Context: an optimization exercise on an open-source flow, tuned for small area. The choices shown serve that exercise and are no tape-out recipe. Only simulation tests tie the RTL to the original design; equivalence was not proved.

$ cat flow/run.sh
#!/bin/bash
# synth_recipe.tcl (not shown) runs the flow's synth.tcl, then flattens the netlist and writes it again
# the make line also repeats each setting of config.mk as NAME=value (left out here)
make -C /OpenROAD-flow-scripts/flow DESIGN_CONFIG=/design/flow/config.mk WORK_HOME=/design/flow/orfs CLKGATE_MAP_FILE= SYNTH_SCRIPT=/design/flow/synth_recipe.tcl finish
$ cat flow/config.mk
export PLATFORM = sky130hd
export DESIGN_NAME = ntsc_video_generator
export DESIGN_NICKNAME = ntsc_video_generator
export VERILOG_FILES = /design/flow/design.v
export SDC_FILE = /design/flow/constraint.sdc
export NUM_CORES = 4
export LEC_CHECK = 0
export CAP_MARGIN = 20
export CORE_MARGIN = 2
export CORE_UTILIZATION = 40
export PLACE_DENSITY = 0.6
export SLEW_MARGIN = 20
$ cat flow/constraint.sdc
create_clock -name core_clock -period 7.0 [get_ports {clk_master}]
set_input_delay 1.4000 -clock core_clock [delete_from_list [all_inputs] [get_ports {clk_master}]]
set_output_delay 1.4000 -clock core_clock [all_outputs]
set_load 0.01 [all_outputs]
$ cat flow/design.v
module rgb_to_yiq (
    input wire clk,
    input wire rst_n,
    input wire en,                
    input wire [7:0] r,
    input wire [7:0] g,
    input wire [7:0] b,
    output reg [7:0] y,
    output reg [7:0] i,
    output reg [7:0] q
);
localparam signed [15:0] Y_R = 16'sd77;    
localparam signed [15:0] Y_G = 16'sd150;   
localparam signed [15:0] Y_B = 16'sd29;    
localparam signed [15:0] I_R = 16'sd153;   
localparam signed [15:0] I_G = -16'sd70;   
localparam signed [15:0] I_B = -16'sd82;   
localparam signed [15:0] Q_R = 16'sd54;    
localparam signed [15:0] Q_G = -16'sd134;  
localparam signed [15:0] Q_B = 16'sd80;    
reg signed [23:0] y_calc;
reg signed [23:0] i_calc;
reg signed [23:0] q_calc;
reg signed [15:0] r_ext;
reg signed [15:0] g_ext;
reg signed [15:0] b_ext;
always @(posedge clk or negedge rst_n) begin
    if (!rst_n) begin
        r_ext <= 16'd0;
        g_ext <= 16'd0;
        b_ext <= 16'd0;
    end else if (en) begin
        r_ext <= {8'd0, r};
        g_ext <= {8'd0, g};
        b_ext <= {8'd0, b};
    end
end
always @(posedge clk or negedge rst_n) begin
    if (!rst_n) begin
        y_calc <= 24'd0;
        i_calc <= 24'd0;
        q_calc <= 24'd0;
    end else if (en) begin
        y_calc <= (Y_R * r_ext) + (Y_G * g_ext) + (Y_B * b_ext);
        i_calc <= (I_R * r_ext) + (I_G * g_ext) + (I_B * b_ext);
        q_calc <= (Q_R * r_ext) + (Q_G * g_ext) + (Q_B * b_ext);
    end
end
always @(posedge clk or negedge rst_n) begin
    if (!rst_n) begin
        y <= 8'd0;
        i <= 8'd0;
        q <= 8'd0;
    end else if (en) begin
        if (y_calc[23:8] > 16'd255)
            y <= 8'd255;
        else if (y_calc[23])
            y <= 8'd0;
        else
            y <= y_calc[15:8];
        if ($signed(i_calc[23:8]) > 16'sd127)
            i <= 8'd255;
        else if ($signed(i_calc[23:8]) < -16'sd128)
            i <= 8'd0;
        else
            i <= i_calc[15:8] + 8'd128;
        if ($signed(q_calc[23:8]) > 16'sd127)
            q <= 8'd255;
        else if ($signed(q_calc[23:8]) < -16'sd128)
            q <= 8'd0;
        else
            q <= q_calc[15:8] + 8'd128;
    end
end
endmodule
module ntsc_timing_gen (
    input wire pix_en,            
    input wire clk_master,        
    input wire rst_n,
    input wire hsync_in,          
    input wire vsync_in,          
    output reg hsync_out,         
    output reg vsync_out,         
    output reg sync_out           
);
localparam H_TOTAL = 228;         
localparam H_SYNC_START = 0;
localparam H_SYNC_END = 17;       
localparam H_BACK_PORCH = 37;     
localparam H_ACTIVE_START = 37;
localparam H_ACTIVE_END = 225;    
localparam V_TOTAL = 525;         
localparam V_SYNC_START = 0;
localparam V_SYNC_END = 3;        
localparam V_BACK_PORCH = 20;     
localparam V_ACTIVE_START = 20;
localparam V_ACTIVE_END = 506;    
reg [7:0] h_count;     
reg [9:0] v_count;     
always @(posedge clk_master or negedge rst_n) begin
    if (!rst_n) begin
        h_count <= 8'd0;
    end else if (pix_en) begin
        if (h_count >= H_TOTAL - 1) begin
            h_count <= 8'd0;
        end else begin
            h_count <= h_count + 8'd1;
        end
    end
end
always @(posedge clk_master or negedge rst_n) begin
    if (!rst_n) begin
        v_count <= 10'd0;
    end else if (pix_en) begin
        if (h_count == H_TOTAL - 1) begin
            if (v_count >= V_TOTAL - 1) begin
                v_count <= 10'd0;
            end else begin
                v_count <= v_count + 10'd1;
            end
        end
    end
end
always @(posedge clk_master or negedge rst_n) begin
    if (!rst_n) begin
        hsync_out <= 1'b0;
        vsync_out <= 1'b0;
        sync_out <= 1'b0;
    end else if (pix_en) begin
        hsync_out <= (h_count >= H_SYNC_START) && (h_count < H_SYNC_END);
        vsync_out <= (v_count >= V_SYNC_START) && (v_count < V_SYNC_END);
        sync_out <= hsync_out | vsync_out;
    end
end
endmodule
module chroma_modulator (
    input wire clk_master,        
    input wire rst_n,
    input wire [7:0] i,           
    input wire [7:0] q,           
    input wire hsync,             
    output reg [7:0] chroma_out   
);
reg [2:0] phase;
reg [7:0] sin_val;
reg [7:0] cos_val;
always @(posedge clk_master or negedge rst_n) begin
    if (!rst_n) begin
        phase <= 3'd0;
    end else begin
        if (hsync) begin
            phase <= 3'd0;   
        end else begin
            if (phase >= 3'd5) begin
                phase <= 3'd0;
            end else begin
                phase <= phase + 3'd1;
            end
        end
    end
end
always @(*) begin
    case (phase)
        3'd0: begin
            cos_val = 8'd127;   
            sin_val = 8'd0;     
        end
        3'd1: begin
            cos_val = 8'd64;    
            sin_val = 8'd110;   
        end
        3'd2: begin
            cos_val = -8'd64;   
            sin_val = 8'd110;   
        end
        3'd3: begin
            cos_val = -8'd127;  
            sin_val = 8'd0;     
        end
        3'd4: begin
            cos_val = -8'd64;   
            sin_val = -8'd110;  
        end
        3'd5: begin
            cos_val = 8'd64;    
            sin_val = -8'd110;  
        end
        default: begin
            cos_val = 8'd0;
            sin_val = 8'd0;
        end
    endcase
end
reg signed [15:0] i_signed;
reg signed [15:0] q_signed;
reg signed [23:0] i_cos;
reg signed [23:0] q_sin;
reg signed [23:0] chroma_sum;
always @(posedge clk_master or negedge rst_n) begin
    if (!rst_n) begin
        i_signed <= 16'd0;
        q_signed <= 16'd0;
        i_cos <= 24'd0;
        q_sin <= 24'd0;
        chroma_sum <= 24'd0;
        chroma_out <= 8'd128;  
    end else begin
        i_signed <= $signed({8'd0, i}) - 16'sd128;
        q_signed <= $signed({8'd0, q}) - 16'sd128;
        i_cos <= i_signed * $signed(cos_val);
        q_sin <= q_signed * $signed(sin_val);
        chroma_sum <= i_cos + q_sin;
        if ($signed(chroma_sum[23:7]) > 17'sd127)
            chroma_out <= 8'd255;
        else if ($signed(chroma_sum[23:7]) < -17'sd128)
            chroma_out <= 8'd0;
        else
            chroma_out <= chroma_sum[14:7] + 8'd128;
    end
end
endmodule
module ntsc_video_generator (
    input wire pix_en,            
    input wire clk_master,        
    input wire rst_n,             
    input wire [7:0] video_r,
    input wire [7:0] video_g,
    input wire [7:0] video_b,
    input wire video_hsync,
    input wire video_vsync,
    input wire video_de,          
    output wire [7:0] ntsc_luma,    
    output wire [7:0] ntsc_chroma,  
    output wire ntsc_sync           
);
parameter GENERATOR_TYPE = 0;
wire [7:0] yiq_y;      
wire [7:0] yiq_i;      
wire [7:0] yiq_q;      
wire hsync_ntsc;       
wire vsync_ntsc;       
wire [7:0] chroma_modulated;  
rgb_to_yiq u_rgb_to_yiq (
    .clk(clk_master),
    .rst_n(rst_n),
    .en(pix_en),
    .r(video_r),
    .g(video_g),
    .b(video_b),
    .y(yiq_y),
    .i(yiq_i),
    .q(yiq_q)
);
ntsc_timing_gen u_timing_gen (
    .pix_en(pix_en),
    .clk_master(clk_master),
    .rst_n(rst_n),
    .hsync_in(video_hsync),
    .vsync_in(video_vsync),
    .hsync_out(hsync_ntsc),
    .vsync_out(vsync_ntsc),
    .sync_out(ntsc_sync)
);
chroma_modulator u_chroma_mod (
    .clk_master(clk_master),
    .rst_n(rst_n),
    .i(yiq_i),
    .q(yiq_q),
    .hsync(hsync_ntsc),
    .chroma_out(chroma_modulated)
);
assign ntsc_luma = yiq_y;
assign ntsc_chroma = chroma_modulated;
endmodule
==> results.ini <==
[status]
outcome=no timing/DRC/antenna violations

[synth]
yosys.area_share.adder_pct=42.27
ys_seq_elements=200
syn_avg_cell_area_um2=9.749
yosys.area_share.simple_pct=8.742
synth_area_um2=22630
synth_edf_count=0
synth_compound_area_share_pct=11.20
muxShareOfSynthArea_pct=1.471
synth.yosys.seq_area_share_pct=22.12
synth_nets=2981
synth-xor-area-share_pct=5.922
synth_top_family_by_area=adder cells
async_reset_ff_share_pct=100.0
ys.flop_type=dfrtp_1
netlist_instances=2321
yosys_warnings=3
yosysUniqueCellTypes=67

[global_route]
grt_pass1_wl_um=81550
track_usage_pct=17.37
grt_pass1_vias=16420
antenna_found_initial=0
grt_max_degree=79
grt_overflow_total=0

[placement]
dp_hpwl_um=40390
place.gp.congestion=0.8539
io_buffers=43
dpl_cell_area_um2=24060

[clock_network]
tritoncts=yes
clock_latency_ns=0.49
numCtsBuffers=17
numClockSinks=200
clock_path_buffers=2
htreeDepth=4
clk_pin_slew_ns=0.08
cts_resized=0
cts_setup_buffers=0
hold_buffers=0
cts-root-buf=clkbuf_16

[sta]
hold_viol_final=0
tns_ns=0
slew_headroom_pct=34.95
rsz0062_at_grt=no
period_share_pct=92.62
fin_skew_ns=0.01827
finalSetupViolCount=0
worst_pin_slew_ns=0.9757
period_needed_ns=6.483
fin_hold_ws_ns=0.3854
max_freq_mhz=154.2
final_max_slew_viol_count=0

[die]
die_y_um=241.8
fp.coreArea_um2=56170
io-pin-count=47
die_area_um2=58490
initial_core_util_pct=40.29
chipWidth_um=241.8
row_count=87

[route]
drt_iter0_markers=617
via_per_inst=4.924
postRouteWirelength_um=48000
drc_errors=0
dr.pass1.iters=5
wire_per_inst_um=15.25
vias=15500
antenna_left=0

[worst_setup_path]
cp-start-kind=flop
critPathKind=flop to flop
worstPathArrival_ns=6.86
cp.required_ns=7.38
critPathCaptureType=flop
critPathMaxFanout=10
rrSetupSlack_ns=0.52

[finish]
area_growth_pct=9.057
design_area_um2=24680
nets=3037
final_common_cell=inv_1
drive_gt1_share_pct=4.519
mostFrequentLayoutCells=inv_1 (470), ha_1 (406), fa_1 (224)

[flow_run]
drv_cap=0

[hold_path]
min_path_type=flop to flop

cell usage after synthesis (all sizes together), types with 4 or more instances:
cell | number | area share, %
a21o | 51 | 1.7
o21ai | 87 | 1.9
o31ai | 11 | 0.36
o21a | 13 | 0.43
a211oi | 12 | 0.42
nor4 | 8 | 0.22
nand4 | 15 | 0.41
nand2b | 13 | 0.36
o21bai | 13 | 0.43
nand2 | 104 | 1.7
nor2b | 30 | 0.83
o211ai | 6 | 0.20
and2 | 25 | 0.69
a21oi | 118 | 2.7
nor2 | 139 | 2.3
xor2 | 52 | 2.0
fa | 224 | 20
a41oi | 7 | 0.30
inv | 470 | 7.8
xnor2 | 101 | 3.9
a31oi | 9 | 0.25
a21boi | 6 | 0.20
ha | 406 | 22
buf | 4 | 0.066
o2111ai | 4 | 0.15
clkbuf | 23 | 0.38
o41ai | 8 | 0.34
or3 | 6 | 0.17
mux2 | 26 | 1.3
or2 | 13 | 0.36
nor3 | 31 | 0.71
o2bb2ai | 17 | 0.66
dfrtp | 199 | 22
nand3 | 21 | 0.46
mux2i | 4 | 0.18
and3 | 9 | 0.25
flip-flops by register name (all words and copies together), names as in the netlist, 3 cells and up:
signal                   cells
u_chroma_mod.chroma_sum     17
u_timing_gen.h_count         8
u_rgb_to_yiq.i               8
u_rgb_to_yiq.q_calc         16
u_chroma_mod.q_sin          23
u_rgb_to_yiq.y               8
u_rgb_to_yiq.y_calc          9
u_chroma_mod.q_signed        8
u_rgb_to_yiq.r_ext           8
u_rgb_to_yiq.q               8
u_chroma_mod.phase           3
u_rgb_to_yiq.g_ext           8
u_rgb_to_yiq.b_ext           8
u_timing_gen.v_count        10
u_chroma_mod.i_cos          23
u_chroma_mod.chroma_out      8
u_rgb_to_yiq.i_calc         16
u_chroma_mod.i_signed        8
routing by layer:
| metal | wire (um) | up-vias | track usage, % |
|---|---|---|---|
| li1 | - | 7721 | - |
| met1 | 21130 | 7548 | 21.06 |
| met2 | 24470 | 164 | 31.35 |
| met3 | 883 | 64 | 2.320 |
| met4 | 1520 | 0 | 6.391 |
| met5 | 0 | - | 0 |
cells by family (layout without fill, tap and decap cells):
group | Yosys count | in the layout
other cells | 1 | 2
xor+xnor | 153 | 153
compound gates | 388 | 388
flops | 200 | 200
simple gates | 421 | 421
mux | 30 | 30
fa+ha+maj | 630 | 630
buf+inv | 498 | 567
layout make-up:
type                    instances  area (um^2)
well taps                     756        945.9
multi-input cells            1623        15750
inverters                     471         1768
flip-flops and latches        200         5006
diodes                          1        2.502
clock inverters                14        183.9
clock buffers                  18        429.2
repair buffers                 64        589.3
fillers                      5498        31490
critical path, cell delays in order, from the launching register on:
cell	delay [ns]
dfrtp_1	0.68
fa_1	0.54
ha_1	0.37
fa_1	0.56
inv_1	0.06
fa_1	0.53
inv_1	0.05
ha_1	0.33
a21oi_1	0.23
nor2b_1	0.08
o21a_1	0.19
o22ai_1	0.19
o21ba_2	0.17
xor2_1	0.18
fa_1	0.44
inv_1	0.07
ha_1	0.27
a21o_1	0.20
a21o_1	0.21
a221oi_4	0.33
nor2_1	0.10
a211oi_2	0.26
xor2_1	0.10
mux2_2	0.26
metrics by stage:
stage	setup WS [ns]	std cells	utilization, %
final	0.5169	3147	43.93
after global placement	0.5936	3114	42.84
after floorplan	0.9995	2321	-
after detailed placement	0.5670	3114	42.84
after global routing	0.1148	3146	43.93
after CTS	0.5245	3146	43.93
final timing paths:
check                                               to                  start  depth (start not counted)
min reg2reg                   u_chroma_mod.q_signed[1]      u_rgb_to_yiq.q[1]                          0
min                           u_chroma_mod.q_signed[1]      u_rgb_to_yiq.q[1]                          0
max                            u_rgb_to_yiq.i_calc[17]  u_rgb_to_yiq.g_ext[3]                         23
max reg2reg                    u_rgb_to_yiq.i_calc[17]  u_rgb_to_yiq.g_ext[3]                         23
max in group asynchronous  u_chroma_mod.chroma_sum[23]                  rst_n                          2
min in group asynchronous  u_chroma_mod.chroma_sum[21]                  rst_n                          1

static timing again, ports no longer ideal:
Ports are ideal in the flow. The routed layout listed here was re-timed in OpenROAD.
Step 1: set_driving_cell puts a clkbuf_16 on clk_master and a buf_2 on each other input, an assumption about the parent block.
Step 2 moves the port delays by t, midway between the first and last clock arrival at a register: inputs arrive t later, outputs are due t later. That takes back most of the time a late clock gives input paths.
Three values: no drivers, after step 1, after step 2; two values: the first two.
t, ns: 0.542
setup slack, ns: 0.517 / 0.517 / 0.517
worst data-port slew with drivers (ns): 0.04
After both steps setup and hold are still met in this run. The setup slack of this run moves by 0.000 ns with the drivers and by 0.000 ns with both steps.
